Background: an optimization exercise with open tools, aiming at small area. Do not read the settings as production practice. At most, simulation tests tie the RTL to the original design; equivalence was not proved. For run 1, only the layout was checked, not whether the RTL still works. The flow treats the clock pin as an ideal source. Dropping or thinning the clock tree relies on that and would not hold on a real chip. No activity file was given, so power comes from the tool's default toggle rates.

$ cat flow/config.mk
export PLATFORM = sky130hd
export DESIGN_NAME = ParkingController
export DESIGN_NICKNAME = ParkingController
export VERILOG_FILES = /design/flow/design.v
export SDC_FILE = /design/flow/constraint.sdc
export NUM_CORES = 4
export LEC_CHECK = 0
export ABC_AREA = 1
export CAP_MARGIN = 20
export CORE_MARGIN = 2
export CORE_UTILIZATION = 40
export SLEW_MARGIN = 20
$ cat flow/constraint.sdc
create_clock -name core_clock -period 35.0 [get_ports {clk}]
set_input_delay 7.0000 -clock core_clock [delete_from_list [all_inputs] [get_ports {clk}]]
set_output_delay 7.0000 -clock core_clock [all_outputs]
set_load 0.01 [all_outputs]
$ cat flow/design.v
module ParkingController (
    input clk,
    input rst,
    input car_entered,
    input is_uni_car_entered,
    input car_exited,
    input is_uni_car_exited,
    output [9:0] uni_parked_cars,
    output [9:0] parked_cars,
    output [9:0] uni_vacated_space,
    output [9:0] vacated_space,
    output uni_is_vacated_space,
    output is_vacated_space
);
reg [11:0] s;
reg [4:0]  g;
reg [8:0]  q, p;    
function [8:0] rsub;
    input [8:0] k, x;
    integer i;
    reg b;
    begin
        b = 1'b0;
        for (i = 0; i < 9; i = i + 1) begin
            rsub[i] = k[i] ^ x[i] ^ b;
            b = (~k[i] & (x[i] | b)) | (x[i] & b);
        end
    end
endfunction
function [8:0] rud;
    input [8:0] x;
    input up, dn;
    integer i;
    reg c;
    begin
        c = up;
        for (i = 0; i < 9; i = i + 1) begin
            rud[i] = x[i] ^ dn ^ c;
            c = (x[i] & dn) | (x[i] & c) | (dn & c);
        end
    end
endfunction
function le;
    input [8:0] x, k;
    integer i;
    reg eq;
    begin
        le = 1'b0;
        eq = 1'b1;
        for (i = 8; i >= 0; i = i - 1) begin
            le = le | (eq & k[i] & ~x[i]);
            eq = eq & ~(k[i] ^ x[i]);
        end
        le = le | eq;
    end
endfunction
wire swrap = (s & 12'd1919) == (12'd2989 & 12'd1919);
wire h12 = ~g[4] & g[2] & ~g[1] & ~g[0];
wire h13 = ~g[4] & g[2] & ~g[1] & g[0];
wire h14 = ~g[4] & g[2] & g[1] & ~g[0];
wire h15 = ~g[4] & g[3] & g[2] & g[1] & g[0];
wire [8:0] c_d = g[4] ? 9'd500 : h13 ? 9'd250 : h14 ? 9'd300 : h15 ? 9'd350 : 9'd200;
wire [8:0] u_d = g[4] ? 9'd200 : h13 ? 9'd450 : h14 ? 9'd400 : h15 ? 9'd350 : 9'd500;
wire [8:0] fu = rsub(u_d, q);
wire [8:0] fo = rsub(c_d, p);
wire nzu = |fu;
wire nzo = |fo;
wire tday = swrap & (h12 | h13 | h14 | h15);   
wire tnew = swrap & (&g);                        
wire [8:0] un = h12 ? 9'd450 : h13 ? 9'd400 : h14 ? 9'd350 : 9'd200;
wire eu = car_entered & is_uni_car_entered;
wire eo = car_entered & ~is_uni_car_entered;
wire xu = car_exited & is_uni_car_exited;
wire xo = car_exited & ~is_uni_car_exited;
wire u_sel = tday & (h15 ? le(fu, 9'd150) : le(fu, 9'd50));
wire u_inc = eu & (nzu | tnew);
wire u_up = u_inc & ~xu;
wire u_dn = ~u_inc & xu & (|q);
wire o_sel = tnew & le(fo, 9'd300);
wire o_inc = eo & (nzo | tday);
wire o_up = o_inc & ~xo;
wire o_dn = ~o_inc & xo & (|p);
always @(posedge clk) begin
    if (rst) begin
        s <= 12'd2989;
        g <= 5'd7;
        q <= 9'd0;
        p <= 9'd0;
    end else begin
        s <= {s[10:0], s[11] ^ s[5] ^ s[2] ^ s[0] ^ swrap};
        if (swrap) g <= (g + 5'd1) | {1'b0, &g, 3'b0};
        q <= u_sel ? un - {8'd0, xu} : rud(q, u_up, u_dn);
        p <= o_sel ? 9'd200 - {8'd0, xo} : rud(p, o_up, o_dn);
    end
end
assign uni_parked_cars = {1'b0, q};
assign parked_cars = {1'b0, p};
assign uni_vacated_space = {1'b0, fu};
assign vacated_space = {1'b0, fo};
assign uni_is_vacated_space = nzu;
assign is_vacated_space = nzo;
endmodule
$ cat flow/flow/run.sh
#!/bin/bash
# Standard ORFS layout with these changes: synthesis maps the logic with an
# area-oriented ABC script (flow/area.abc, no full-adder extraction), the port
# buffers are buf_1 cells, and clock tree synthesis uses small buffers and no
# dummy loads.
set -euo pipefail
W=$PWD
bash standard.sh SYNTH_SCRIPT=$W/flow/synth_wrap.tcl ADDER_MAP_FILE= \
  "BUFFER_PORTS_ARGS=-buffer_cell sky130_fd_sc_hd__buf_1" \
  "CTS_ARGS=-sink_clustering_enable -repair_clock_nets -dont_use_dummy_load -buf_list sky130_fd_sc_hd__clkbuf_16 -sink_clustering_size 40 -sink_clustering_max_diameter 500" \
  finish > $W/standard.log 2>&1
$ cat flow/flow/area.abc
strash
dc2
&get -n
&deepsyn -T 15
&put
dch -f
amap
$ cat flow/flow/synth_wrap.tcl
# The standard flow's synthesis script, with ABC's mapping script replaced by flow/area.abc
set my_flow_dir [file dirname [file normalize [info script]]]
proc abc {args} {
  global my_flow_dir
  set i [lsearch -exact $args -script]
  if { $i >= 0 } { lset args [expr {$i + 1}] $my_flow_dir/area.abc }
  yosys abc {*}$args
}
source [file join $my_flow_dir .. synth_recipe.tcl]
$ cat flow/standard.sh
#!/bin/bash
# synth_recipe.tcl (not shown) runs the flow's synth.tcl, then flattens the netlist and writes it again
# the make line also repeats each setting of config.mk as NAME=value (left out here)
make -C /OpenROAD-flow-scripts/flow DESIGN_CONFIG=/design/flow/config.mk WORK_HOME=/design/flow/orfs CLKGATE_MAP_FILE= SYNTH_SCRIPT=/design/flow/synth_recipe.tcl "${@:-finish}"
==> out/metrics.yaml, run 1 <==
status: "no timing/DRC/antenna violations"
clock_path_buffers: 2
max_freq_mhz: 83.8
place_inst: 452
die_h_um: 78.3
worstPathArrival_ns: 4.94
avgSynthCellArea_um2: 6.50
cp-start-kind: "register"
wl_per_cell_um: 13.4
wl_um: 6140
yosys.area_share.xor_xnor: 0
most-common-layout-cells: "nor2_1 (67), clkinv_1 (56), buf_1 (43)"
start_util: 0.409
ys_seq_area_frac: 0.317
grt_pass1_vias: 2098
p_leak_nw: 0.887
cts_tree: "done"
path_class: "reg2out"
clk_pin_slew_ns: 0.06
postCtsHoldBufs: 0
crit_family: "simple AND/OR/NAND/NOR gates"
cp.required_ns: 28.00
synthMuxAreaShare: 0
core_area_mm2: 0.00541
crit_buf_inv: 8
dp_hpwl_um: 4830
nets: 393
dieArea_mm2: 0.00614
drtPass1Iterations: 5
instances_no_fill: 457
cts_root_buf: "clkbuf_16"
grt_pass1_wl_um: 10100
synth_adder_area_share: 0
slew_headroom: 0.518
report.final.slew_viol_count: 0
whs_ns: 0.418
setup_viol: 0
synth-compound-area-share: 0.286
drive_above_1_share: 0.0130
portBuffers: 43
worst_slew_pin_slew_ns: 0.722
num_antenna_cells: 0
dr.first_iter.drc_count: 123
ys.warnings.count: 1
rsz0062_at_grt: "no"
period_needed_ns: 11.94
hp-class: "reg2reg"
final_common_cell: "nor2_1"
path_max_fanout: 6
power.density_mw_per_mm2: 60.7
antenna_found_initial: 0
ir_drop_v: 0.0000289
postCtsSetupBuffers: 0
cp_slowest_cell: "o21ai_0"
grt-ovfl-total: 0
post-place-ws_ns: 23.43
grt.total_usage: 0.207
insertion_delay_ns: 0.28
fillers: 583
cts_resized: 0
die_x_um: 78.3
period_share: 0.341
ios: 48
fin_skew_ns: 0.0133
maxCapViolations: 0
synth-seq-cells: 35
cp-end-kind: "output port"
gp_congestion: 0.903
hold_viol_final: 0
synth_top_family_by_area: "compound AO/OA/AOI/OAI gates"
power.total_mw: 0.155
syn_to_final_growth_pct: 15.5
final_util: 0.472
cpPeakStageDelay_ns: 0.42
cts_made_buffers: 5
route.detailed.vias_per_inst: 5.41
synthSimpleGateAreaFrac: 0.280
ant_nets: 0
rows: 27
drc: 0
netlist_instances: 340
netlist_area_mm2: 0.00221
cpMostUsedCell: "nor2_1"
cts_max_level: 2
placed_area_mm2: 0.00243
stdcell_area_mm2: 0.00255
grt_max_degree: 19
tns_ns: 0
clkSinkCount: 35
dr_total_vias: 2472
ys_types: 31
fin_ws_ns: 23.06
kinds of logic (layout without fill, tap and decap cells):
family,count (synthesis),after routing
and+or+nand+nor,140,140
buffers and inverters,62,104
AOI/OAI and AO/OA,102,102
DFF,35,35
other,1,4
metal layers:
layer / GRT usage / up-vias / part of all wire
li1: - / 1284 / -
met1: 0.279 / 1099 / 0.48
met2: 0.329 / 80 / 0.45
met3: 0.0391 / 9 / 0.050
met4: 0.0807 / 0 / 0.017
met5: 0 / - / 0
cell type report:
type	count	area, um2	share of cell area
clock buffer	5	125	0.0490
multi-input combinational	246	1270	0.496
inverter	56	210	0.0823
tap	72	90.1	0.0353
sequential	35	701	0.274
timing repair buffer	43	161	0.0632
final timing paths:
kind,from,end,slack (ns),depth (start not counted)
setup reg to reg,g[0],q[8],28.62,34
hold reg to reg,s[7],s[8],0.42,1
hold / removal,s[7],s[8],0.42,1
setup / recovery,g[0],uni_is_vacated_space,23.06,28
Yosys cell counts:
library cell / n / area, um2
nor2_1: 67 / 251
clkinv_1: 56 / 210
dfxtp_1: 35 / 701
o21ai_0: 28 / 140
nand2_1: 27 / 101
a21oi_1: 26 / 130
nor3_1: 17 / 85.1
o22ai_1: 12 / 75.1
a22oi_1: 7 / 52.6
o221ai_1: 7 / 61.3
or2_0: 7 / 43.8
buf_4: 6 / 45.0
nand3_1: 6 / 30.0
a211oi_1: 5 / 37.5
or4_1: 5 / 37.5
nor4_1: 4 / 25.0
o211ai_1: 3 / 22.5
o21a_1: 3 / 22.5
o32ai_1: 3 / 26.3
a31oi_1: 2 / 12.5
nand4_1: 2 / 12.5
nor2b_1: 2 / 12.5
or3_1: 2 / 12.5
a2111oi_0: 1 / 8.76
a221o_1: 1 / 10.0
a311oi_1: 1 / 8.76
and3_1: 1 / 6.26
conb_1: 1 / 3.75
o21bai_1: 1 / 7.51
o22a_1: 1 / 8.76
o311ai_0: 1 / 8.76
power breakdown:
group | switching [mW] | total (mW) | internal, mW
registers | 0.00724 | 0.0522 | 0.0449
logic | 0.0419 | 0.0634 | 0.0215
clock network | 0.0144 | 0.0395 | 0.0250
worst register-to-register path: cells and delay by family, from the launching register on:
family                 cells  cell delay (ns)
AO/OA/AOI/OAI             12             2.81
buffers and inverters      6             0.81
flip-flops                 1             0.35
AND/OR/NAND/NOR           16             2.27
sequential cells by signal, summed over array words and instances, names as in the netlist:
name,cells
g,5
p,9
q,9
s,12
==> inputs of run 2 (changes only) <==
--- a/flow/design.v
+++ b/flow/design.v
@@ -38,6 +38,7 @@
             rud[i] = x[i] ^ dn ^ c;
             c = (x[i] & dn) | (x[i] & c) | (dn & c);
         end
+        if (dn & ~c) rud = 9'd0;
     end
 endfunction
 function le;
@@ -54,7 +55,7 @@
         le = le | eq;
     end
 endfunction
-wire swrap = (s & 12'd1919) == (12'd2989 & 12'd1919);
+wire swrap = (s & 12'd1919) == (12'd263 & 12'd1919);
 wire h12 = ~g[4] & g[2] & ~g[1] & ~g[0];
 wire h13 = ~g[4] & g[2] & ~g[1] & g[0];
 wire h14 = ~g[4] & g[2] & g[1] & ~g[0];
@@ -75,19 +76,19 @@
 wire u_sel = tday & (h15 ? le(fu, 9'd150) : le(fu, 9'd50));
 wire u_inc = eu & (nzu | tnew);
 wire u_up = u_inc & ~xu;
-wire u_dn = ~u_inc & xu & (|q);
+wire u_dn = ~u_inc & xu;
 wire o_sel = tnew & le(fo, 9'd300);
 wire o_inc = eo & (nzo | tday);
 wire o_up = o_inc & ~xo;
-wire o_dn = ~o_inc & xo & (|p);
+wire o_dn = ~o_inc & xo;
 always @(posedge clk) begin
     if (rst) begin
-        s <= 12'd2989;
+        s <= 12'd263;
         g <= 5'd7;
         q <= 9'd0;
         p <= 9'd0;
     end else begin
-        s <= {s[10:0], s[11] ^ s[5] ^ s[2] ^ s[0] ^ swrap};
+        s <= {~s[10:0], s[11] ^ s[5] ^ s[2] ^ s[0] ^ swrap};
         if (swrap) g <= (g + 5'd1) | {1'b0, &g, 3'b0};
         q <= u_sel ? un - {8'd0, xu} : rud(q, u_up, u_dn);
         p <= o_sel ? 9'd200 - {8'd0, xo} : rud(p, o_up, o_dn);
--- a/flow/flow/run.sh
+++ b/flow/flow/run.sh
@@ -7,5 +7,5 @@
 W=$PWD
 bash standard.sh SYNTH_SCRIPT=$W/flow/synth_wrap.tcl ADDER_MAP_FILE= \
   "BUFFER_PORTS_ARGS=-buffer_cell sky130_fd_sc_hd__buf_1" \
-  "CTS_ARGS=-sink_clustering_enable -repair_clock_nets -dont_use_dummy_load -buf_list sky130_fd_sc_hd__clkbuf_16 -sink_clustering_size 40 -sink_clustering_max_diameter 500" \
+  "CTS_ARGS=-sink_clustering_enable -repair_clock_nets -dont_use_dummy_load -buf_list sky130_fd_sc_hd__clkbuf_4" \
   finish > $W/standard.log 2>&1
==> out/metrics.yaml, run 2 <==
cts_max_level: 2
cts_resized: 0
rsz0062_at_grt: "no"
synth_flop_cell: "dfxtp_1"
most-common-layout-cells: "nor2_1 (73), clkinv_1 (46), buf_1 (43)"
die_x_um: 76.9
ios: 48
cp.required_ns: 28.00
whs_ns: 0.379
r2r-start: "g[1]"
period_needed_ns: 12.11
ys_seq_area_frac: 0.329
hold_end: "s[8]"
dr.first_iter.drc_count: 76
grt.total_usage: 0.198
maxCapViolations: 0
route.detailed.vias_per_inst: 5.08
dp_hpwl_um: 4470
ant_nets: 0
worstPathArrival_ns: 5.11
drtPass1Iterations: 4
drc: 0
netlist_area_mm2: 0.00213
antenna_found_initial: 0
postCtsHoldBufs: 0
synthArstFlopShare: 0
largestRegisters: "s x12, p x9, q x9"
ir_drop_v: 0.0000205
yosysTopAreaCellShare: 0.329
hold_viol_final: 0
synth_common_cells: "nor2_1 (73), clkinv_1 (46), nand2_1 (41), o21ai_0 (41), dfxtp_1 (35)"
min_path_cells: 1
path_max_fanout: 5
period_share: 0.346
cts_tree: "done"
core_area_mm2: 0.00511
synth-edff-count: 0
worst_slew_pin_slew_ns: 0.626
cts_made_buffers: 5
synth-seq-cells: 35
dr_total_vias: 2278
cp-end-kind: "output port"
wl_per_cell_um: 12.6
slew_headroom: 0.579
rows: 26
worst-r2r-setup-slack_ns: 28.13
report.final.slew_viol_count: 0
synth_area_leaders: "dfxtp_1 (33%), nor2_1 (13%), o21ai_0 (9.6%)"
regMostFlops: "s"
fin_skew_ns: 0.0215
grt_pass1_wl_um: 9440
nets: 386
start_util: 0.417
tns_ns: 0
syn_to_final_growth_pct: 12.2
num_antenna_cells: 0
ys.warnings.count: 1
power.density_mw_per_mm2: 51.3
die_h_um: 76.9
insertion_delay_ns: 0.34
netlist_instances: 332
cts_root_buf: "clkbuf_4"
hp-class: "reg2reg"
synth_top_cell_by_area: "dfxtp_1"
grt_pass1_vias: 2051
clkSinkCount: 35
p_leak_nw: 0.854
drive_above_1_share: 0.0159
path_class: "reg2out"
grt_max_degree: 15
r2r-end: "p[0]"
max_freq_mhz: 82.6
portBuffers: 43
gp_congestion: 0.962
status: "no timing/DRC/antenna violations"
grt-ovfl-total: 0
final_common_cell: "nor2_1"
setup_viol: 0
worstRegToRegCells: 29
largest_register_ff_count: 12
avgSynthCellArea_um2: 6.41
clk_pin_slew_ns: 0.12
postCtsSetupBuffers: 0
hold_path_startpoint: "s[7]"
cp-start-kind: "register"
synth.most_common_cell: "nor2_1"
ys_types: 32
dieArea_mm2: 0.00592
clock_path_buffers: 2
wl_um: 5650
[run 2: layout make-up]
| type | instances | area (um2) |
|---|---|---|
| multi-input cells | 248 | 1220 |
| fillers | 559 | 2720 |
| repair buffers | 44 | 169 |
| inverters | 46 | 173 |
| clock buffers | 5 | 37.5 |
| flip-flops and latches | 35 | 701 |
| well taps | 70 | 87.6 |
[run 2: cell families after synthesis]
logic type             count (synthesis)  share of synthesized area
AO/OA/AOI/OAI                         97                      0.271
buffers and inverters                 52                      0.102
flip-flops                            35                      0.329
other                                  1                    0.00176
AND/OR/NAND/NOR                      147                      0.296
[run 2: routing by layer]
layer | track usage | part of all wire
met2 | 0.318 | 0.45
met4 | 0.0764 | 0.018
met1 | 0.255 | 0.48
met3 | 0.0471 | 0.050
met5 | 0 | 0
[run 2: worst max path at each step]
stage / from / endpoint / slack [ns]
floorplan: g[1] / is_vacated_space / 23.93
global placement: g[1] / is_vacated_space / 23.36
detailed placement: g[1] / is_vacated_space / 23.30
CTS: g[0] / is_vacated_space / 22.92
global route: g[0] / is_vacated_space / 22.32
finish: g[1] / is_vacated_space / 22.89
[run 2: stage by stage]
step	area (um2)	instances	setup WS (ns)	util	total power, mW
final	2390	448	22.89	0.468	0.122
after global routing	2390	448	22.32	0.468	0.134
after CTS	2390	448	22.92	0.468	0.124
after detailed placement	2350	443	23.30	0.460	0.104
after global placement	2350	443	23.36	0.460	0.104
after floorplan	2140	335	23.93	-	0.0876
[run 2: power breakdown]
group	internal [mW]	switching [mW]	total, mW
Combinational	0.0175	0.0380	0.0555
Clock	0.00672	0.0128	0.0195
Sequential	0.0434	0.00407	0.0475
[run 2: worst max-delay path, cell delays in order, from the launching register on]
cell	delay, ns
dfxtp_1	0.38
clkinv_1	0.20
nor2_1	0.29
clkinv_1	0.22
nor2_1	0.15
nor3_1	0.10
nand2_1	0.10
nand2_1	0.11
nor2_1	0.19
clkinv_1	0.11
o21ai_0	0.32
clkinv_1	0.15
nor4_1	0.36
a211oi_1	0.12
a21oi_1	0.26
a21oi_1	0.13
o22ai_1	0.26
o21ai_0	0.23
or3_1	0.40
or4b_1	0.56
buf_1	0.16
==> inputs of run 3 (changes only) <==
--- a/flow/design.v
+++ b/flow/design.v
@@ -82,16 +82,14 @@
 wire o_up = o_inc & ~xo;
 wire o_dn = ~o_inc & xo;
 always @(posedge clk) begin
+    q <= (u_sel | rst) ? (un - {8'd0, xu}) & {9{~rst}} : rud(q, u_up, u_dn);
+    p <= (o_sel | rst) ? (9'd200 - {8'd0, xo}) & {9{~rst}} : rud(p, o_up, o_dn);
     if (rst) begin
         s <= 12'd263;
         g <= 5'd7;
-        q <= 9'd0;
-        p <= 9'd0;
     end else begin
         s <= {~s[10:0], s[11] ^ s[5] ^ s[2] ^ s[0] ^ swrap};
         if (swrap) g <= (g + 5'd1) | {1'b0, &g, 3'b0};
-        q <= u_sel ? un - {8'd0, xu} : rud(q, u_up, u_dn);
-        p <= o_sel ? 9'd200 - {8'd0, xo} : rud(p, o_up, o_dn);
     end
 end
 assign uni_parked_cars = {1'b0, q};
--- a/flow/flow/run.sh
+++ b/flow/flow/run.sh
@@ -7,5 +7,5 @@
 W=$PWD
 bash standard.sh SYNTH_SCRIPT=$W/flow/synth_wrap.tcl ADDER_MAP_FILE= \
   "BUFFER_PORTS_ARGS=-buffer_cell sky130_fd_sc_hd__buf_1" \
-  "CTS_ARGS=-sink_clustering_enable -repair_clock_nets -dont_use_dummy_load -buf_list sky130_fd_sc_hd__clkbuf_4" \
+  "CTS_ARGS=-sink_clustering_enable -repair_clock_nets -dont_use_dummy_load -buf_list sky130_fd_sc_hd__clkbuf_4 -sink_clustering_levels 1" \
   finish > $W/standard.log 2>&1
==> out/metrics.yaml, run 3 <==
drive_above_1_share: 0.0187
r2r-start: "g[4]"
num_antenna_cells: 0
power.density_mw_per_mm2: 45.9
most-common-layout-cells: "o21ai_0 (56), nor2_1 (51), clkinv_1 (44)"
crit_end: "is_vacated_space"
gp_congestion: 0.914
ant_nets: 0
period_needed_ns: 11.81
dr_total_vias: 2334
clock_path_buffers: 2
tns_ns: 0
report.final.slew_viol_count: 0
ys.warnings.count: 1
period_share: 0.337
postCtsSetupBuffers: 0
synth.most_common_cell: "o21ai_0"
wl_um: 5640
postCtsHoldBufs: 0
core_area_mm2: 0.00517
start_util: 0.422
largest_register_ff_count: 12
yosysTopAreaCellShare: 0.321
grt-ovfl-total: 0
nets: 383
cts_made_buffers: 5
route.detailed.vias_per_inst: 5.24
cts_tree: "done"
slew_headroom: 0.522
dr.first_iter.drc_count: 134
startpoint: "g[4]"
worst-r2r-setup-slack_ns: 27.28
final_common_cell: "o21ai_0"
maxCapViolations: 0
fin_skew_ns: 0.0401
r2r-end: "p[3]"
dp_hpwl_um: 4560
netlist_area_mm2: 0.00218
max_freq_mhz: 84.7
synth_area_leaders: "dfxtp_1 (32%), o21ai_0 (13%), nor2_1 (8.8%)"
dieArea_mm2: 0.00607
synthArstFlopShare: 0
cp-end-kind: "output port"
cts_root_buf: "clkbuf_4"
ir_drop_v: 0.0000187
synth_flop_cell: "dfxtp_1"
regMostFlops: "s"
cp.required_ns: 28.00
cp-start-kind: "register"
p_leak_nw: 0.909
grt.total_usage: 0.202
grt_pass1_wl_um: 9860
instances_no_fill: 445
antenna_found_initial: 0
grt_max_degree: 15
clkSinkCount: 35
path_max_fanout: 7
hp-class: "reg2reg"
post-place-ws_ns: 23.57
path_class: "reg2out"
synth-seq-cells: 35
fin_ws_ns: 23.19
rows: 26
clk_pin_slew_ns: 0.12
drtPass1Iterations: 4
synth-edff-count: 0
avgSynthCellArea_um2: 6.66
rsz0062_at_grt: "no"
setup_viol: 0
ios: 48
die_x_um: 77.9
worstRegToRegCells: 43
synth_common_cells: "o21ai_0 (56), nor2_1 (51), clkinv_1 (44)"
largestRegisters: "s x12, p x9, q x9"
hold_viol_final: 0
portBuffers: 43
wl_per_cell_um: 12.7
stdcell_area_mm2: 0.00245
drc: 0
ys_types: 27
worstPathArrival_ns: 4.81
die_h_um: 77.9
syn_to_final_growth_pct: 12.3
netlist_instances: 328
placed_area_mm2: 0.00241
synth_top_cell_by_area: "dfxtp_1"
fillers: 554
ys_seq_area_frac: 0.321
cts_resized: 0
grt_pass1_vias: 2106
status: "no timing/DRC/antenna violations"
cts_max_level: 2
insertion_delay_ns: 0.34
worst_slew_pin_slew_ns: 0.711
place_inst: 440
whs_ns: 0.385
## run 3: critical path, cell delays in order, from the launching register on
cell      delay [ns]
dfxtp_1         0.44
clkinv_1        0.23
nand2_1         0.14
nor2_1          0.08
nand2_1         0.19
clkinv_1        0.27
nor2_1          0.24
clkinv_1        0.15
nor2_1          0.20
clkinv_1        0.15
o22ai_1         0.17
clkinv_1        0.13
a22oi_1         0.19
nand2_1         0.09
o21ai_0         0.11
nand2_1         0.09
o21ai_0         0.11
nand2_1         0.09
o21ai_0         0.14
nand2_1         0.10
o21ai_0         0.10
o21ai_0         0.12
or2_0           0.23
or4_1           0.54
buf_1           0.16
## run 3: metal layers
| layer | global-route usage | up-vias | wire length (um) |
|---|---|---|---|
| met2 | 0.318 | 57 | 2480 |
| met5 | 0 | - | 0 |
| met1 | 0.280 | 1006 | 2750 |
| met3 | 0.0349 | 10 | 305 |
| li1 | - | 1261 | - |
| met4 | 0.0607 | 0 | 102 |
## run 3: cell families after synthesis
| family | synth area share |
|---|---|
| AO/OA/AOI/OAI | 0.358 |
| other | 0.00172 |
| flip-flops | 0.321 |
| buffers and inverters | 0.0963 |
| AND/OR/NAND/NOR | 0.223 |
## run 3: power breakdown
| part | switching, mW | leakage, nW | total, mW | internal, mW |
|---|---|---|---|---|
| combinational | 0.0294 | 0.596 | 0.0454 | 0.0160 |
| clock | 0.0119 | 0.0230 | 0.0186 | 0.00671 |
| sequential | 0.00448 | 0.290 | 0.0485 | 0.0440 |
## run 3: area by class of cell
cell class,instances,area (um2),share of cell area
multi-input combinational,246,1280,0.524
sequential,35,701,0.286
timing repair buffer,45,176,0.0720
inverter,44,165,0.0674
tap,70,87.6,0.0357
clock buffer,5,37.5,0.0153
## run 3: worst min path at each step
| stage | slack, ns | start | cells past startpoint | end |
|---|---|---|---|---|
| after floorplan | 0.35 | s[7] | 1 | s[8] |
| after global placement | 0.35 | s[7] | 1 | s[8] |
| after detailed placement | 0.36 | s[7] | 1 | s[8] |
| after CTS | 0.38 | s[7] | 1 | s[8] |
| after global routing | 0.41 | s[7] | 1 | s[8] |
| final | 0.39 | s[7] | 1 | s[8] |
## run 3: through the flow
step	power [mW]	utilization
2_1_floorplan	0.0814	-
3_3_place_gp	0.0948	0.467
3_5_place_dp	0.0945	0.467
4_1_cts	0.113	0.474
5_1_grt	0.123	0.474
6_report	0.112	0.474
==> inputs of run 4 (changes only) <==
--- a/flow/flow/run.sh
+++ b/flow/flow/run.sh
@@ -7,5 +7,5 @@
 W=$PWD
 bash standard.sh SYNTH_SCRIPT=$W/flow/synth_wrap.tcl ADDER_MAP_FILE= \
   "BUFFER_PORTS_ARGS=-buffer_cell sky130_fd_sc_hd__buf_1" \
-  "CTS_ARGS=-sink_clustering_enable -repair_clock_nets -dont_use_dummy_load -buf_list sky130_fd_sc_hd__clkbuf_4 -sink_clustering_levels 1" \
+  "CTS_ARGS=-repair_clock_nets -dont_use_dummy_load -buf_list sky130_fd_sc_hd__clkbuf_4" \
   finish > $W/standard.log 2>&1
==> out/metrics.yaml, run 4 <==
status: "no timing/DRC/antenna violations"
cpPeakStageDelay_ns: 0.54
dieArea_mm2: 0.00607
netlist_area_mm2: 0.00218
worstRegToRegCells: 43
nets: 383
cts_max_level: 2
worstPathArrival_ns: 4.81
drive_above_1_share: 0.0187
insertion_delay_ns: 0.34
synthSimpleGateAreaFrac: 0.223
hp-class: "reg2reg"
rows: 26
ir_drop_v: 0.0000187
cpMostUsedCell: "nand2_1"
synth_common_cells: "o21ai_0 (56), nor2_1 (51), clkinv_1 (44)"
synth.most_common_cell: "o21ai_0"
clock_path_buffers: 2
most-common-layout-cells: "o21ai_0 (56), nor2_1 (51), clkinv_1 (44)"
cts_root_buf: "clkbuf_4"
placed_area_mm2: 0.00241
final_util: 0.474
die_h_um: 77.9
cp-start-kind: "register"
ys.warnings.count: 1
r2r-end: "p[3]"
route.detailed.vias_per_inst: 5.24
synth-compound-area-share: 0.358
path_class: "reg2out"
grt_max_degree: 15
fin_skew_ns: 0.0401
die_x_um: 77.9
min_path_cells: 1
power.density_mw_per_mm2: 45.9
synthMuxAreaShare: 0
cp_slowest_cell: "or4_1"
crit_chain: "clkinv_1, nand2_1, nor2_1, nand2_1, clkinv_1, nor2_1, clkinv_1, nor2_1, clkinv_1, o22ai_1, clkinv_1, a22oi_1, nand2_1, o21ai_0, nand2_1, o21ai_0, nand2_1, o21ai_0, nand2_1, o21ai_0, o21ai_0, or2_0, or4_1, buf_1"
synth_area_leaders: "dfxtp_1 (32%), o21ai_0 (13%), nor2_1 (8.8%)"
maxCapViolations: 0
avgSynthCellArea_um2: 6.66
cts_resized: 0
grt_pass1_vias: 2106
synthArstFlopShare: 0
dr_total_vias: 2334
cp.required_ns: 28.00
antenna_found_initial: 0
slew_headroom: 0.522
stdcell_area_mm2: 0.00245
dp_hpwl_um: 4560
synth-seq-cells: 35
synth_top_cell_by_area: "dfxtp_1"
portBuffers: 43
synth-edff-count: 0
ys_types: 27
synth_top_family_by_area: "compound AO/OA/AOI/OAI gates"
core_area_mm2: 0.00517
hold_viol_final: 0
r2r-start: "g[4]"
regMostFlops: "s"
largest_register_ff_count: 12
clkSinkCount: 35
wl_um: 5640
postCtsSetupBuffers: 0
synth_flop_cell: "dfxtp_1"
p_leak_nw: 0.909
period_needed_ns: 11.81
netlist_instances: 328
worst-r2r-setup-slack_ns: 27.28
grt-ovfl-total: 0
drc: 0
worst_slew_pin_slew_ns: 0.711
start_util: 0.422
ios: 48
ys_seq_area_frac: 0.321
num_antenna_cells: 0
cts_made_buffers: 5
hold_end: "s[8]"
yosys.area_share.xor_xnor: 0
cp-end-kind: "output port"
wl_per_cell_um: 12.7
ant_nets: 0
report.final.slew_viol_count: 0
largestRegisters: "s x12, p x9, q x9"
cts_tree: "done"
hold_path_startpoint: "s[7]"
setup_viol: 0
path_max_fanout: 7
grt_pass1_wl_um: 9860
rsz0062_at_grt: "no"
max_freq_mhz: 84.7
synth_adder_area_share: 0
syn_to_final_growth_pct: 12.3
grt.total_usage: 0.202
drtPass1Iterations: 4
period_share: 0.337
dr.first_iter.drc_count: 134
final_common_cell: "o21ai_0"
yosysTopAreaCellShare: 0.321
clk_pin_slew_ns: 0.12
postCtsHoldBufs: 0
tns_ns: 0
gp_congestion: 0.914
-- run 4: cell counts after synthesis --
No cell type changed its count.
-- run 4: worst max-delay path by stage --
stage | cells after the start | end | startpoint | slack, ns
4_1_cts | 24 | is_vacated_space | g[4] | 23.19
3_3_place_gp | 24 | is_vacated_space | g[4] | 23.53
5_1_grt | 24 | is_vacated_space | g[4] | 22.55
6_report | 24 | is_vacated_space | g[4] | 23.19
3_5_place_dp | 24 | is_vacated_space | g[4] | 23.57
2_1_floorplan | 27 | uni_is_vacated_space | g[4] | 24.40
-- run 4: logic make-up after synthesis --
family / count (synthesis)
AO/OA/AOI/OAI: 129
buffers and inverters: 50
flip-flops: 35
other: 1
AND/OR/NAND/NOR: 113
-- run 4: layout make-up --
type | instances | area (um2)
timing repair buffer | 45 | 176
multi-input combinational | 246 | 1280
fill | 554 | 2720
inverter | 44 | 165
sequential | 35 | 701
clock buffer | 5 | 37.5
tap | 70 | 87.6
-- run 4: where the power goes --
part	leakage (nW)	total, mW	switching (mW)	internal, mW
clock network	0.0230	0.0186	0.0119	0.00671
registers	0.290	0.0485	0.00448	0.0440
logic	0.596	0.0454	0.0294	0.0160
-- run 4: metrics by stage --
| step | total power, mW | cells | hold WS, ns | worst slack [ns] |
|---|---|---|---|---|
| final | 0.112 | 445 | 0.385 | 23.19 |
| after global routing | 0.123 | 445 | 0.411 | 22.55 |
| after CTS | 0.113 | 445 | 0.385 | 23.19 |
| after detailed placement | 0.0945 | 440 | 0.355 | 23.57 |
| after global placement | 0.0948 | 440 | 0.353 | 23.53 |
| after floorplan | 0.0814 | 331 | 0.352 | 24.40 |
-- run 4: layer usage --
layer,track usage,up-vias,share of wire
met4,0.0607,0,0.018
li1,-,1261,-
met2,0.318,57,0.44
met1,0.280,1006,0.49
met5,0,-,0
met3,0.0349,10,0.054
-- run 4: worst max-delay path, delay by kind of cell (launching register included) --
kind / cells / cell delay [ns]
DFF: 1 / 0.44
and+or+nand+nor: 11 / 1.99
AOI/OAI and AO/OA: 7 / 0.94
buffers and inverters: 6 / 1.09
==> inputs of run 5 (changes only) <==
==> flow/flow/run.sh (replaced) <==
#!/bin/bash
# Standard ORFS layout with these changes: synthesis maps the logic with an
# set of area-oriented ABC scripts (flow/abc_*.abc, best one kept; no
# full-adder extraction), the port
# buffers are buf_1 cells, and clock tree synthesis uses small buffers and no
# dummy loads.
set -euo pipefail
W=$PWD
bash standard.sh SYNTH_SCRIPT=$W/flow/synth_wrap.tcl ADDER_MAP_FILE= \
  "BUFFER_PORTS_ARGS=-buffer_cell sky130_fd_sc_hd__buf_1" \
  "CTS_ARGS=-sink_clustering_enable -repair_clock_nets -dont_use_dummy_load -buf_list sky130_fd_sc_hd__clkbuf_4" \
  finish > $W/standard.log 2>&1
==> flow/flow/abc_dc1.abc (new file) <==
strash
dc2
&get -n
&deepsyn -J 100 -S 11
&put
dch -f
amap
==> flow/flow/abc_dc2.abc (new file) <==
strash
dc2
&get -n
&deepsyn -J 100 -S 12
&put
dch -f
amap
==> flow/flow/abc_dc3.abc (new file) <==
strash
dc2
&get -n
&deepsyn -J 100 -S 13
&put
dch -f
amap
==> flow/flow/abc_dc4.abc (new file) <==
strash
dc2
&get -n
&deepsyn -J 100 -S 14
&put
dch -f
amap
==> flow/flow/abc_dc5.abc (new file) <==
strash
dc2
&get -n
&deepsyn -J 100 -S 15
&put
dch -f
amap
==> flow/flow/abc_dc6.abc (new file) <==
strash
dc2
&get -n
&deepsyn -J 100 -S 16
&put
dch -f
amap
==> flow/flow/abc_rs1.abc (new file) <==
strash
balance
rewrite
refactor
balance
rewrite
rewrite -z
balance
refactor -z
rewrite -z
balance
&get -n
&deepsyn -J 100 -S 21
&put
dch -f
amap
==> flow/flow/abc_rs2.abc (new file) <==
strash
balance
rewrite
refactor
balance
rewrite
rewrite -z
balance
refactor -z
rewrite -z
balance
&get -n
&deepsyn -J 100 -S 22
&put
dch -f
amap
==> flow/flow/abc_rs3.abc (new file) <==
strash
balance
rewrite
refactor
balance
rewrite
rewrite -z
balance
refactor -z
rewrite -z
balance
&get -n
&deepsyn -J 100 -S 23
&put
dch -f
amap
==> flow/flow/abc_s1.abc (new file) <==
strash
&get -n
&deepsyn -J 100 -S 1
&put
dch -f
amap
==> flow/flow/abc_s2.abc (new file) <==
strash
&get -n
&deepsyn -J 100 -S 2
&put
dch -f
amap
==> flow/flow/abc_s3.abc (new file) <==
strash
&get -n
&deepsyn -J 100 -S 3
&put
dch -f
amap
==> flow/flow/abc_s4.abc (new file) <==
strash
&get -n
&deepsyn -J 100 -S 4
&put
dch -f
amap
==> flow/flow/abc_s5.abc (new file) <==
strash
&get -n
&deepsyn -J 100 -S 5
&put
dch -f
amap
==> flow/flow/abc_s6.abc (new file) <==
strash
&get -n
&deepsyn -J 100 -S 6
&put
dch -f
amap
==> flow/flow/synth_wrap.tcl (replaced) <==
# The standard flow's synthesis script, with the final ABC mapping replaced: the logic is
# mapped with each of the scripts flow/abc_*.abc in turn and the mapping with
# the smallest cell area is kept.
set my_flow_dir [file dirname [file normalize [info script]]]
proc my_area { lib } {
  set st [tee -q -s result.string stat -liberty $lib]
  if { [regexp {Chip area for module[^:]*:\s*([0-9.]+)} $st -> a] } { return $a }
  return 1e99
}
proc abc {args} {
  global my_flow_dir
  set i [lsearch -exact $args -script]
  set li [lsearch -exact $args -liberty]
  set lib [lindex $args [expr {$li + 1}]]
  set best 1e99
  set best_name ""
  design -save my_pre_abc
  foreach s [lsort [glob $my_flow_dir/abc_*.abc]] {
    design -load my_pre_abc
    set a $args
    lset a [expr {$i + 1}] $s
    if { [catch { yosys abc {*}$a }] } { continue }
    set area [my_area $lib]
    puts "MY_ABC [file tail $s] area $area"
    if { $area < $best } {
      set best $area
      set best_name [file tail $s]
      design -save my_best_abc
    }
  }
  design -load my_best_abc
  puts "MY_ABC best $best_name area $best"
}
source [file join $my_flow_dir .. synth_recipe.tcl]
--- a/flow/config.mk
+++ b/flow/config.mk
@@ -8,5 +8,6 @@
 export ABC_AREA = 1
 export CAP_MARGIN = 20
 export CORE_MARGIN = 2
-export CORE_UTILIZATION = 40
+export CORE_UTILIZATION = 70
+export PLACE_DENSITY = 0.8
 export SLEW_MARGIN = 20
removed: flow/flow/area.abc
==> out/metrics.yaml, run 5 <==
grt-ovfl-total: 0
post-place-ws_ns: 23.15
multi_input_area_mm2: 0.00122
drc: 0
synth-seq-cells: 35
core_area_mm2: 0.00281
hp-class: "reg2reg"
gp_congestion: 0.967
drive_above_1_share: 0.0139
dieArea_mm2: 0.00344
start_util: 0.746
wl_per_cell_um: 13.7
cp.required_ns: 28.00
path_class: "reg2out"
grt_pass1_vias: 2040
insertion_delay_ns: 0.35
num_antenna_cells: 0
synthArstFlopShare: 0
antenna_found_initial: 0
p_leak_nw: 0.855
tns_ns: 0
cpMostUsedCell: "nor2_1"
ir_drop_v: 0.0000432
fillers: 218
cts_max_level: 2
crit_family: "simple AND/OR/NAND/NOR gates"
die_h_um: 58.7
synth_flop_cell: "dfxtp_1"
postCtsSetupBuffers: 0
most-common-layout-cells: "nor2_1 (62), buf_1 (43), clkinv_1 (38), nand2_1 (38), dfxtp_1 (35)"
portBuffers: 43
period_needed_ns: 12.34
cts_made_buffers: 5
synth_common_cells: "nor2_1 (62), clkinv_1 (38), nand2_1 (38)"
status: "no timing/DRC/antenna violations"
regMostFlops: "s"
final_common_cell: "nor2_1"
clkSinkCount: 35
cts_tree: "done"
dp_hpwl_um: 4220
period_share: 0.353
rows: 19
synth_area_leaders: "dfxtp_1 (33%), nor2_1 (11%), o21ai_0 (7.7%)"
report.final.slew_viol_count: 0
nets: 367
ys_types: 32
avgSynthCellArea_um2: 6.67
max_freq_mhz: 81.0
syn_to_final_growth_pct: 9.74
regArea_um2: 701
cp-end-kind: "output port"
yosysTopAreaCellShare: 0.335
cp_slowest_cell: "o311ai_0"
grt_max_degree: 15
crit_buf_inv: 6
cpPeakStageDelay_ns: 0.44
path_max_fanout: 6
hold_viol_final: 0
worstPathArrival_ns: 5.34
worst_slew_pin_slew_ns: 0.611
postCtsHoldBufs: 0
ant_nets: 0
cts_resized: 0
dr.first_iter.drc_count: 160
ys_seq_area_frac: 0.335
die_x_um: 58.7
wl_um: 5340
netlist_area_mm2: 0.00209
drtPass1Iterations: 23
synth.most_common_cell: "nor2_1"
cp-start-kind: "register"
cts_root_buf: "clkbuf_4"
largest_register_ff_count: 12
maxCapViolations: 0
rsz0062_at_grt: "no"
dr_total_vias: 2395
clk_pin_slew_ns: 0.12
synth-edff-count: 0
fin_skew_ns: 0.0386
grt.total_usage: 0.330
grt_pass1_wl_um: 8720
clock_path_buffers: 2
ios: 48
netlist_instances: 314
synth_top_cell_by_area: "dfxtp_1"
slew_headroom: 0.589
fin_ws_ns: 22.66
setup_viol: 0
route.detailed.vias_per_inst: 6.14
power.density_mw_per_mm2: 47.4
ys.warnings.count: 1
largestRegisters: "s x12, p x9, q x9"
==> run 5: changes by cell type in the layout (fill, tap and decap cells not counted), moves of 5 or more <==
cell / before / now
o22ai_1: 13 / 20
o21a_1: 12 / 4
clkinv_1: 44 / 38
nor4_1: 0 / 5
nor2_1: 51 / 62
a21oi_1: 13 / 19
a22oi_1: 23 / 6
o21ai_0: 56 / 32
==> run 5: layout make-up <==
| type | instances | area share |
|---|---|---|
| inverter | 38 | 0.0621 |
| sequential | 35 | 0.305 |
| timing repair buffer | 43 | 0.0703 |
| clock buffer | 5 | 0.0163 |
| tap | 31 | 0.0169 |
| multi-input combinational | 238 | 0.529 |
==> run 5: final timing paths <==
check                                         to  start  depth (start not counted)  slack, ns
worst max-delay path            is_vacated_space   g[1]                         29      22.66
worst min register to register              s[2]   s[1]                          1       0.35
worst min-delay path                        s[2]   s[1]                          1       0.35
worst max register to register              p[0]   g[1]                         39      27.44
==> run 5: layer usage <==
layer  global-route usage  vias up  wire length (um)  part of all wire
met2                0.506      139              2420              0.45
met3               0.0989       15               589              0.11
met5                    0        -                 0                 0
met4                0.140        0                94             0.018
li1                     -     1201                 -                 -
met1                0.434     1040              2240              0.42
==> run 5: power breakdown <==
part           switching [mW]  internal [mW]
Combinational          0.0274         0.0147
Sequential            0.00449         0.0435
Clock                  0.0121        0.00670
==> run 5: worst register-to-register path: cells and delay by family (launching register included) <==
family | cells | cell delay (ns)
and+or+nand+nor | 21 | 4.05
buffers and inverters | 6 | 0.76
DFF | 1 | 0.40
AOI/OAI and AO/OA | 12 | 2.25
==> run 5: stage by stage <==
step,std cells,hold slack (ns),power [mW],area (um2),utilization
4_1_cts,390,0.361,0.108,2300,0.819
3_5_place_dp,385,0.370,0.0898,2260,0.806
2_1_floorplan,317,0.352,0.0784,2100,-
3_3_place_gp,385,0.365,0.0889,2260,0.806
5_1_grt,390,0.376,0.116,2300,0.819
6_report,390,0.354,0.109,2300,0.819
==> run 5: cells by family after synthesis <==
| group | share of synthesized area |
|---|---|
| other | 0.00179 |
| DFF | 0.335 |
| and+or+nand+nor | 0.268 |
| buffers and inverters | 0.0897 |
| xor gates and xnor gates | 0.00418 |
| AOI/OAI and AO/OA | 0.302 |
==> inputs of run 6 (changes only) <==
--- a/flow/config.mk
+++ b/flow/config.mk
@@ -8,6 +8,5 @@
 export ABC_AREA = 1
 export CAP_MARGIN = 20
 export CORE_MARGIN = 2
-export CORE_UTILIZATION = 70
-export PLACE_DENSITY = 0.8
+export CORE_UTILIZATION = 40
 export SLEW_MARGIN = 20
==> out/metrics.yaml, run 6 <==
status: "no timing/DRC/antenna violations"
yosysTopAreaCellShare: 0.335
grt_max_degree: 15
num_antenna_cells: 0
slew_headroom: 0.585
cpMostUsedCell: "nor2_1"
placed_area_mm2: 0.00231
synthMuxAreaShare: 0
cts_max_level: 2
maxCapViolations: 0
period_needed_ns: 12.34
synth-edff-count: 0
insertion_delay_ns: 0.35
final_common_cell: "nor2_1"
cts_tree: "done"
largest_register_ff_count: 12
dieArea_mm2: 0.00583
rows: 26
grt.total_usage: 0.210
clock_path_buffers: 2
dr.first_iter.drc_count: 119
antenna_found_initial: 0
setup_viol: 0
cp-start-kind: "register"
postCtsSetupBuffers: 0
core_area_mm2: 0.00507
start_util: 0.412
rsz0062_at_grt: "no"
ys_seq_area_frac: 0.335
path_class: "reg2out"
die_h_um: 76.3
instances_no_fill: 429
ys.warnings.count: 1
place_inst: 424
wl_per_cell_um: 13.3
wl_um: 5730
fillers: 570
synth_flop_cell: "dfxtp_1"
dp_hpwl_um: 4540
final_util: 0.462
ir_drop_v: 0.0000302
netlist_instances: 314
nets: 367
cp-end-kind: "output port"
report.final.slew_viol_count: 0
hold_viol_final: 0
stdcell_area_mm2: 0.00235
synth_common_cells: "nor2_1 (62), clkinv_1 (38), nand2_1 (38)"
synthArstFlopShare: 0
synth_top_cell_by_area: "dfxtp_1"
synthSimpleGateAreaFrac: 0.268
period_share: 0.353
cts_resized: 0
power.density_mw_per_mm2: 46.6
p_leak_nw: 0.855
fin_skew_ns: 0.0340
postCtsHoldBufs: 0
cts_made_buffers: 5
avgSynthCellArea_um2: 6.67
netlist_area_mm2: 0.00209
cp.required_ns: 28.00
tns_ns: 0
grt_pass1_vias: 2087
dr_total_vias: 2305
cpPeakStageDelay_ns: 0.46
grt-ovfl-total: 0
clk_pin_slew_ns: 0.12
drive_above_1_share: 0.0139
gp_congestion: 0.854
clkSinkCount: 35
ys_types: 32
cp_slowest_cell: "o311ai_0"
synth_area_leaders: "dfxtp_1 (33%), nor2_1 (11%), o21ai_0 (7.7%)"
synth-compound-area-share: 0.302
synth_adder_area_share: 0
grt_pass1_wl_um: 9850
portBuffers: 43
die_x_um: 76.3
worstPathArrival_ns: 5.34
most-common-layout-cells: "nor2_1 (62), buf_1 (43), clkinv_1 (38), nand2_1 (38), dfxtp_1 (35)"
crit_buf_inv: 6
synth-seq-cells: 35
max_freq_mhz: 81.0
worst_slew_pin_slew_ns: 0.617
yosys.area_share.xor_xnor: 0.00418
path_max_fanout: 6
synth_top_family_by_area: "compound AO/OA/AOI/OAI gates"
hp-class: "reg2reg"
ant_nets: 0
synth.most_common_cell: "nor2_1"
largestRegisters: "s x12, p x9, q x9"
syn_to_final_growth_pct: 12.1
route.detailed.vias_per_inst: 5.37
regMostFlops: "s"
drc: 0
ios: 48
cts_root_buf: "clkbuf_4"
crit_family: "simple AND/OR/NAND/NOR gates"
drtPass1Iterations: 4
-- run 6: cell counts after synthesis --
Identical to the previous run, type by type.
-- run 6: layout make-up --
class,instances,area [um2],area share
Tap cell,70,87.6,0.0373
Clock buffer,5,37.5,0.0160
Inverter,38,143,0.0608
Sequential cell,35,701,0.299
Multi-Input combinational cell,238,1220,0.518
Timing Repair Buffer,43,161,0.0688
-- run 6: worst paths after layout --
kind	startpoint	cells after the start	slack, ns	end
setup / recovery	g[1]	29	22.66	is_vacated_space
hold / removal	s[6]	1	0.38	s[7]
setup reg to reg	g[1]	39	27.41	p[8]
hold reg to reg	s[6]	1	0.38	s[7]
-- run 6: per-stage QoR --
stage	hold WS [ns]	setup slack, ns	total power, mW
6_report	0.377	22.66	0.109
5_1_grt	0.387	21.93	0.118
4_1_cts	0.371	22.67	0.110
3_5_place_dp	0.364	23.09	0.0905
3_3_place_gp	0.367	23.40	0.0903
2_1_floorplan	0.352	23.81	0.0784
-- run 6: power by group --
| group | total, mW | leakage [nW] | switching, mW | internal, mW |
|---|---|---|---|---|
| Combinational | 0.0418 | 0.544 | 0.0271 | 0.0147 |
| Sequential | 0.0480 | 0.288 | 0.00450 | 0.0435 |
| Clock | 0.0196 | 0.0230 | 0.0129 | 0.00672 |
-- run 6: per-layer routing --
layer,up-vias,global-route usage,wire (um)
met3,12,0.0427,328
met1,1040,0.279,2650
met2,53,0.332,2640
met4,0,0.0855,106
met5,-,0,0
li1,1200,-,-
-- run 6: cells by family (layout without fill, tap and decap cells) --
| kind of cell | count (synthesis) | in the layout |
|---|---|---|
| DFF | 35 | 35 |
| xor gates and xnor gates | 1 | 1 |
| and+or+nand+nor | 130 | 130 |
| AOI/OAI and AO/OA | 103 | 103 |
| other | 1 | 4 |
| buffers and inverters | 44 | 86 |
-- run 6: worst reg2reg max path, delay by kind of cell (launching register included) --
family	cells	cell delay [ns]
buffers and inverters	7	0.86
and+or+nand+nor	21	3.88
DFF	1	0.41
AOI/OAI and AO/OA	11	2.33
==> inputs of run 7 (changes only) <==
==> flow/flow/run.sh (replaced) <==
#!/bin/bash
# Standard ORFS layout with these changes:
# - synthesis maps the logic with each of the area-oriented ABC scripts
#   flow/abc_*.abc and keeps the smallest result (no full-adder extraction);
# - the port buffers are buf_1 cells;
# - the constant outputs share the one tie cell synthesis gives them;
# - clock tree synthesis uses clkbuf_4 cells and no dummy loads.
set -euo pipefail
W=$PWD
bash standard.sh SYNTH_SCRIPT=$W/flow/synth_wrap.tcl ADDER_MAP_FILE= \
  "BUFFER_PORTS_ARGS=-buffer_cell sky130_fd_sc_hd__buf_1" SKIP_REPAIR_TIE_FANOUT=1 \
  "CTS_ARGS=-sink_clustering_enable -repair_clock_nets -dont_use_dummy_load -buf_list sky130_fd_sc_hd__clkbuf_4" \
  finish > $W/standard.log 2>&1
--- a/flow/config.mk
+++ b/flow/config.mk
@@ -9,4 +9,5 @@
 export CAP_MARGIN = 20
 export CORE_MARGIN = 2
 export CORE_UTILIZATION = 40
+export PLACE_DENSITY = 0.8
 export SLEW_MARGIN = 20
==> out/metrics.yaml, run 7 <==
synth_common_cells: "nor2_1 (62), clkinv_1 (38), nand2_1 (38)"
final_common_cell: "nor2_1"
busiest_layer: "met2"
cp-end-kind: "output port"
wl_per_cell_um: 13.0
slew_headroom: 0.589
hold_path_startpoint: "s[9]"
period_needed_ns: 12.42
hold_end: "s[10]"
synthMuxAreaShare: 0
path_class: "reg2out"
placed_area_mm2: 0.00230
crit_family: "simple AND/OR/NAND/NOR gates"
clkSinkCount: 35
fillers: 565
met3_usage: 0.0569
stdcell_area_mm2: 0.00233
grt_pass1_wl_um: 9410
cp_slowest_cell: "o311ai_0"
synthArstFlopShare: 0
synth.most_common_cell: "nor2_1"
cts_max_level: 2
largestRegisters: "s x12, p x9, q x9"
synth-compound-area-share: 0.302
rows: 26
hold_viol_final: 0
cp-start-kind: "register"
cts_tree: "done"
power.density_mw_per_mm2: 47.0
p_leak_nw: 0.845
grt_pass1_vias: 2159
dp_hpwl_um: 4340
worstRegToRegCells: 39
cts_resized: 0
antenna_found_initial: 0
ys.warnings.count: 1
drc: 0
grtUsageMet2: 0.319
wl_um: 5560
path_max_fanout: 6
crit_buf_inv: 6
clk_pin_slew_ns: 0.12
status: "no timing/DRC/antenna violations"
avgSynthCellArea_um2: 6.67
die_x_um: 76.3
synth_top_family_by_area: "compound AO/OA/AOI/OAI gates"
route.detailed.vias_per_inst: 5.52
worstPathArrival_ns: 5.42
cpMostUsedCell: "nor2_1"
most-common-layout-cells: "nor2_1 (62), buf_1 (43), clkinv_1 (38), nand2_1 (38), dfxtp_1 (35)"
syn_to_final_growth_pct: 11.5
yosys.area_share.xor_xnor: 0.00418
ys_types: 32
min_path_cells: 1
cts_made_buffers: 5
gp_congestion: 0.970
power.total_mw: 0.110
ant_nets: 0
cp.required_ns: 28.00
r2r-end: "p[0]"
drive_above_1_share: 0.0140
grt_max_degree: 15
clock_path_buffers: 2
grt.total_usage: 0.197
portBuffers: 43
regMostFlops: "s"
ios: 48
max_freq_mhz: 80.5
netlist_instances: 314
insertion_delay_ns: 0.35
regArea_um2: 701
synth_top_cell_by_area: "dfxtp_1"
yosysTopAreaCellShare: 0.335
die_h_um: 76.3
synth-edff-count: 0
start_util: 0.412
maxCapViolations: 0
largest_register_ff_count: 12
core_area_mm2: 0.00507
setup_viol: 0
num_antenna_cells: 0
synth_area_leaders: "dfxtp_1 (33%), nor2_1 (11%), o21ai_0 (7.7%)"
postCtsHoldBufs: 0
drtPass1Iterations: 4
grt-ovfl-total: 0
postCtsSetupBuffers: 0
worst_slew_pin_slew_ns: 0.611
dr.first_iter.drc_count: 155
period_share: 0.355
dieArea_mm2: 0.00583
nets: 364
r2r-start: "g[1]"
synth_flop_cell: "dfxtp_1"
ys_seq_area_frac: 0.335
fin_skew_ns: 0.0304
cts_root_buf: "clkbuf_4"
whs_ns: 0.379
multi_input_area_mm2: 0.00120
dr_total_vias: 2351
synth-seq-cells: 35
rsz0062_at_grt: "no"
synthSimpleGateAreaFrac: 0.268
place_inst: 421
tns_ns: 0
met1_usage: 0.238
report.final.slew_viol_count: 0
cpPeakStageDelay_ns: 0.51
synth_adder_area_share: 0
ir_drop_v: 0.0000299
netlist_area_mm2: 0.00209
worst-r2r-setup-slack_ns: 27.37
instances_no_fill: 426
hp-class: "reg2reg"
run 7: worst max-delay path by stage:
stage	endpoint	startpoint	depth (start not counted)
after floorplan	is_vacated_space	g[1]	28
after global placement	is_vacated_space	g[1]	29
after detailed placement	is_vacated_space	g[1]	29
after CTS	is_vacated_space	g[1]	29
after global routing	is_vacated_space	g[1]	29
final	is_vacated_space	g[1]	29
run 7: cell type report:
type | count | area share
Clock buffer | 5 | 0.0161
Inverter | 38 | 0.0611
Multi-Input combinational cell | 235 | 0.516
Sequential cell | 35 | 0.300
Tap cell | 70 | 0.0375
Timing Repair Buffer | 43 | 0.0691
run 7: metal layers:
metal  vias to the layer above  share of wire
li1                       1201              -
met1                      1046           0.46
met2                        83           0.45
met3                        21          0.067
met4                         0          0.030
met5                         -              0
run 7: worst register-to-register path, delay by kind of cell (launching register included):
family                 cells  cell delay [ns]
flip-flops                 1             0.42
AO/OA/AOI/OAI             12             2.30
buffers and inverters      6             0.78
AND/OR/NAND/NOR           21             4.04
run 7: stage by stage:
stage | setup WS, ns | util
after global routing | 21.96 | 0.460
after global placement | 23.46 | 0.453
after detailed placement | 23.05 | 0.453
after CTS | 22.64 | 0.460
final | 22.58 | 0.460
after floorplan | 23.81 | -
run 7: cell families after synthesis:
logic type      after synthesis
xor+xnor                      1
flops                        35
compound gates              103
other cells                   1
simple gates                130
buf+inv                      44
run 7: report_power, final:
group / internal [mW] / switching [mW] / total, mW
registers: 0.0435 / 0.00458 / 0.0480
logic: 0.0147 / 0.0272 / 0.0419
clock network: 0.00672 / 0.0132 / 0.0199
total: 0.0649 / 0.0449 / 0.110
==> inputs of run 8 (changes only) <==
==> flow/flow/run.sh (replaced) <==
#!/bin/bash
# Standard ORFS layout with these changes:
# - synthesis maps the logic with each of the area-oriented ABC scripts
#   flow/abc_*.abc and keeps the smallest result (no full-adder extraction);
# - the port buffers are buf_1 cells;
# - the constant outputs share the one tie cell synthesis gives them;
# - clock tree synthesis uses clkbuf_4 cells and no dummy loads, and the
#   tree's root buffer is removed (flow/post_cts.tcl).
set -euo pipefail
W=$PWD
bash standard.sh SYNTH_SCRIPT=$W/flow/synth_wrap.tcl ADDER_MAP_FILE= \
  "BUFFER_PORTS_ARGS=-buffer_cell sky130_fd_sc_hd__buf_1" SKIP_REPAIR_TIE_FANOUT=1 \
  POST_CTS_TCL=$W/flow/post_cts.tcl \
  "CTS_ARGS=-sink_clustering_enable -repair_clock_nets -dont_use_dummy_load -buf_list sky130_fd_sc_hd__clkbuf_4" \
  finish > $W/standard.log 2>&1
==> flow/flow/post_cts.tcl (new file) <==
set block [ord::get_db_block]
set root [$block findInst clkbuf_0_clk]
if { $root != "NULL" } {
  set in_net [[$root findITerm A] getNet]
  set out_net [[$root findITerm X] getNet]
  set loads {}
  foreach it [$out_net getITerms] {
    if { [$it getInst] != $root } { lappend loads $it }
  }
  if { [llength $loads] <= 4 && [llength [$out_net getBTerms]] == 0 } {
    foreach it $loads {
      $it disconnect
      $it connect $in_net
    }
    odb::dbInst_destroy $root
    odb::dbNet_destroy $out_net
    puts "post_cts: removed clock root buffer, clock port drives [llength $loads] buffers"
  }
}
estimate_parasitics -placement
==> out/metrics.yaml, run 8 <==
status: "no timing/DRC/antenna violations"
synth-edff-count: 0
syn_to_final_growth_pct: 11.2
drtPass1Iterations: 4
antenna_found_initial: 0
cpMostUsedCell: "nor2_1"
synthSimpleGateAreaFrac: 0.268
pwr-share-comb: 0.393
synthMuxAreaShare: 0
dr_total_vias: 2340
seq_power_share: 0.452
gp_congestion: 0.970
ys_seq_area_frac: 0.335
portBuffers: 43
yosysTopAreaCellShare: 0.335
worst_slew_pin_slew_ns: 0.603
route.detailed.vias_per_inst: 5.51
stdcell_area_mm2: 0.00233
period_needed_ns: 12.23
maxCapViolations: 0
grt_pass1_vias: 2159
drc: 0
synth_flop_cell: "dfxtp_1"
grt_max_degree: 15
netlist_instances: 314
synth_top_cell_by_area: "dfxtp_1"
max_freq_mhz: 81.8
switching_share: 0.402
start_util: 0.412
insertion_delay_ns: 0.17
synth_top_family_by_area: "compound AO/OA/AOI/OAI gates"
fin_skew_ns: 0.0290
grt_pass1_wl_um: 9360
core_area_mm2: 0.00507
intPower_mw: 0.0636
clkSinkCount: 35
die_x_um: 76.3
yosys.area_share.xor_xnor: 0.00418
grt-ovfl-total: 0
most-common-layout-cells: "nor2_1 (62), buf_1 (43), clkinv_1 (38), nand2_1 (38), dfxtp_1 (35)"
dieArea_mm2: 0.00583
cp-end-kind: "output port"
die_h_um: 76.3
largestRegisters: "s x12, p x9, q x9"
grt.total_usage: 0.193
hp-class: "reg2reg"
drive_above_1_share: 0.0113
cp-start-kind: "register"
ios: 48
slew_headroom: 0.594
netlist_area_mm2: 0.00209
p_leak_nw: 0.841
largest_register_ff_count: 12
synth-compound-area-share: 0.302
worstPathArrival_ns: 5.23
synth-seq-cells: 35
fillers: 567
hold_viol_final: 0
clk_pin_slew_ns: 0.11
synth_adder_area_share: 0
synth_common_cells: "nor2_1 (62), clkinv_1 (38), nand2_1 (38)"
setup_viol: 0
placed_area_mm2: 0.00230
dp_hpwl_um: 4340
synth_area_leaders: "dfxtp_1 (33%), nor2_1 (11%), o21ai_0 (7.7%)"
regMostFlops: "s"
path_class: "reg2out"
cp.required_ns: 28.00
synthArstFlopShare: 0
tns_ns: 0
ys_types: 32
avgSynthCellArea_um2: 6.67
path_max_fanout: 6
rsz0062_at_grt: "no"
synth.most_common_cell: "nor2_1"
ant_nets: 0
final_common_cell: "nor2_1"
dr.first_iter.drc_count: 205
ys.warnings.count: 1
cp_slowest_cell: "o311ai_0"
ir_drop_v: 0.0000297
nets: 363
report.final.slew_viol_count: 0
wl_per_cell_um: 13.0
wl_um: 5510
num_antenna_cells: 0
rows: 26
period_share: 0.349
power.share.clock: 0.155
switching_power_mw: 0.0427
power.density_mw_per_mm2: 45.7
cpPeakStageDelay_ns: 0.51
-- run 8: cells by family after synthesis --
family | after synthesis
AOI/OAI and AO/OA | 103
xor gates and xnor gates | 1
buffers and inverters | 44
DFF | 35
other | 1
and+or+nand+nor | 130
-- run 8: per-stage QoR --
step | util | cells | setup slack [ns] | hold slack [ns] | power (mW)
final | 0.459 | 425 | 22.77 | 0.380 | 0.106
after global routing | 0.459 | 425 | 22.14 | 0.406 | 0.115
after global placement | 0.453 | 421 | 23.46 | 0.366 | 0.0895
after detailed placement | 0.453 | 421 | 23.05 | 0.373 | 0.0902
after floorplan | - | 314 | 23.81 | 0.352 | 0.0784
-- run 8: final timing paths --
check             from          endpoint  slack (ns)  cells past startpoint
hold / removal    s[9]             s[10]        0.38                      1
setup reg to reg  g[1]              p[0]       27.37                     39
setup / recovery  g[1]  is_vacated_space       22.77                     29
hold reg to reg   s[9]             s[10]        0.38                      1
-- run 8: routing by layer --
metal | GRT usage | routed length [um] | share of wire
met1 | 0.237 | 2520 | 0.46
met2 | 0.316 | 2490 | 0.45
met3 | 0.0509 | 338 | 0.061
met4 | 0.0891 | 160 | 0.029
met5 | 0 | 0 | 0
-- run 8: cell type report --
type	count	area [um2]	share of cell area
inverters	38	143	0.0613
multi-input cells	235	1200	0.518
flip-flops and latches	35	701	0.301
well taps	70	87.6	0.0376
repair buffers	43	161	0.0694
clock buffers	4	30.0	0.0129
-- run 8: critical path: cells and delay by family (launching register included) --
kind / cells / cell delay, ns
flops: 1 / 0.42
simple gates: 15 / 2.36
buf+inv: 6 / 0.77
compound gates: 8 / 1.53
-- run 8: power by group through the flow --
stage | clock [mW] | combinational, mW | sequential (mW)
2_1_floorplan | 0 | 0.0293 | 0.0491
3_3_place_gp | 0 | 0.0407 | 0.0487
3_5_place_dp | 0 | 0.0414 | 0.0488
5_1_grt | 0.0181 | 0.0477 | 0.0488
6_report | 0.0164 | 0.0418 | 0.0480

## what the ideal ports hide
The results above use ideal ports. As a check the final layouts listed here were re-extracted and re-timed, cells and wires unchanged.
Step 1 (the two cells are an assumption about what drives the block):
set clk [get_ports {clk}]
set_driving_cell -lib_cell sky130_fd_sc_hd__clkbuf_16 $clk
set_driving_cell -lib_cell sky130_fd_sc_hd__buf_2 [delete_from_list [all_inputs] $clk]
Step 2 times the ports against the registers' clock, not the clock port: input delays grow and output delays shrink by t, the midpoint of the rising clock arrivals with the driver on.
Three values: ideal ports, drivers, drivers and shift; two values: the first two.
run	t, ns	setup slack, ns	hold slack, ns
run 1	0.302	23.061 / 23.027 / 23.330	0.418 / 0.418 / 0.418
run 2	0.352	22.895 / 22.870 / 23.222	0.379 / 0.379 / 0.379
run 3	0.348	23.189 / 23.164 / 23.512	0.385 / 0.385 / 0.385
run 4	0.348	23.189 / 23.164 / 23.512	0.385 / 0.385 / 0.385
run 5	0.357	22.656 / 22.631 / 22.987	0.354 / 0.354 / 0.354
run 6	0.363	22.658 / 22.631 / 22.994	0.377 / 0.377 / 0.377
run 7	0.356	22.580 / 22.554 / 22.910	0.379 / 0.379 / 0.379
run 8	0.199	22.771 / 22.729 / 22.927	0.380 / 0.380 / 0.380
After both steps every run listed still meets setup and hold.
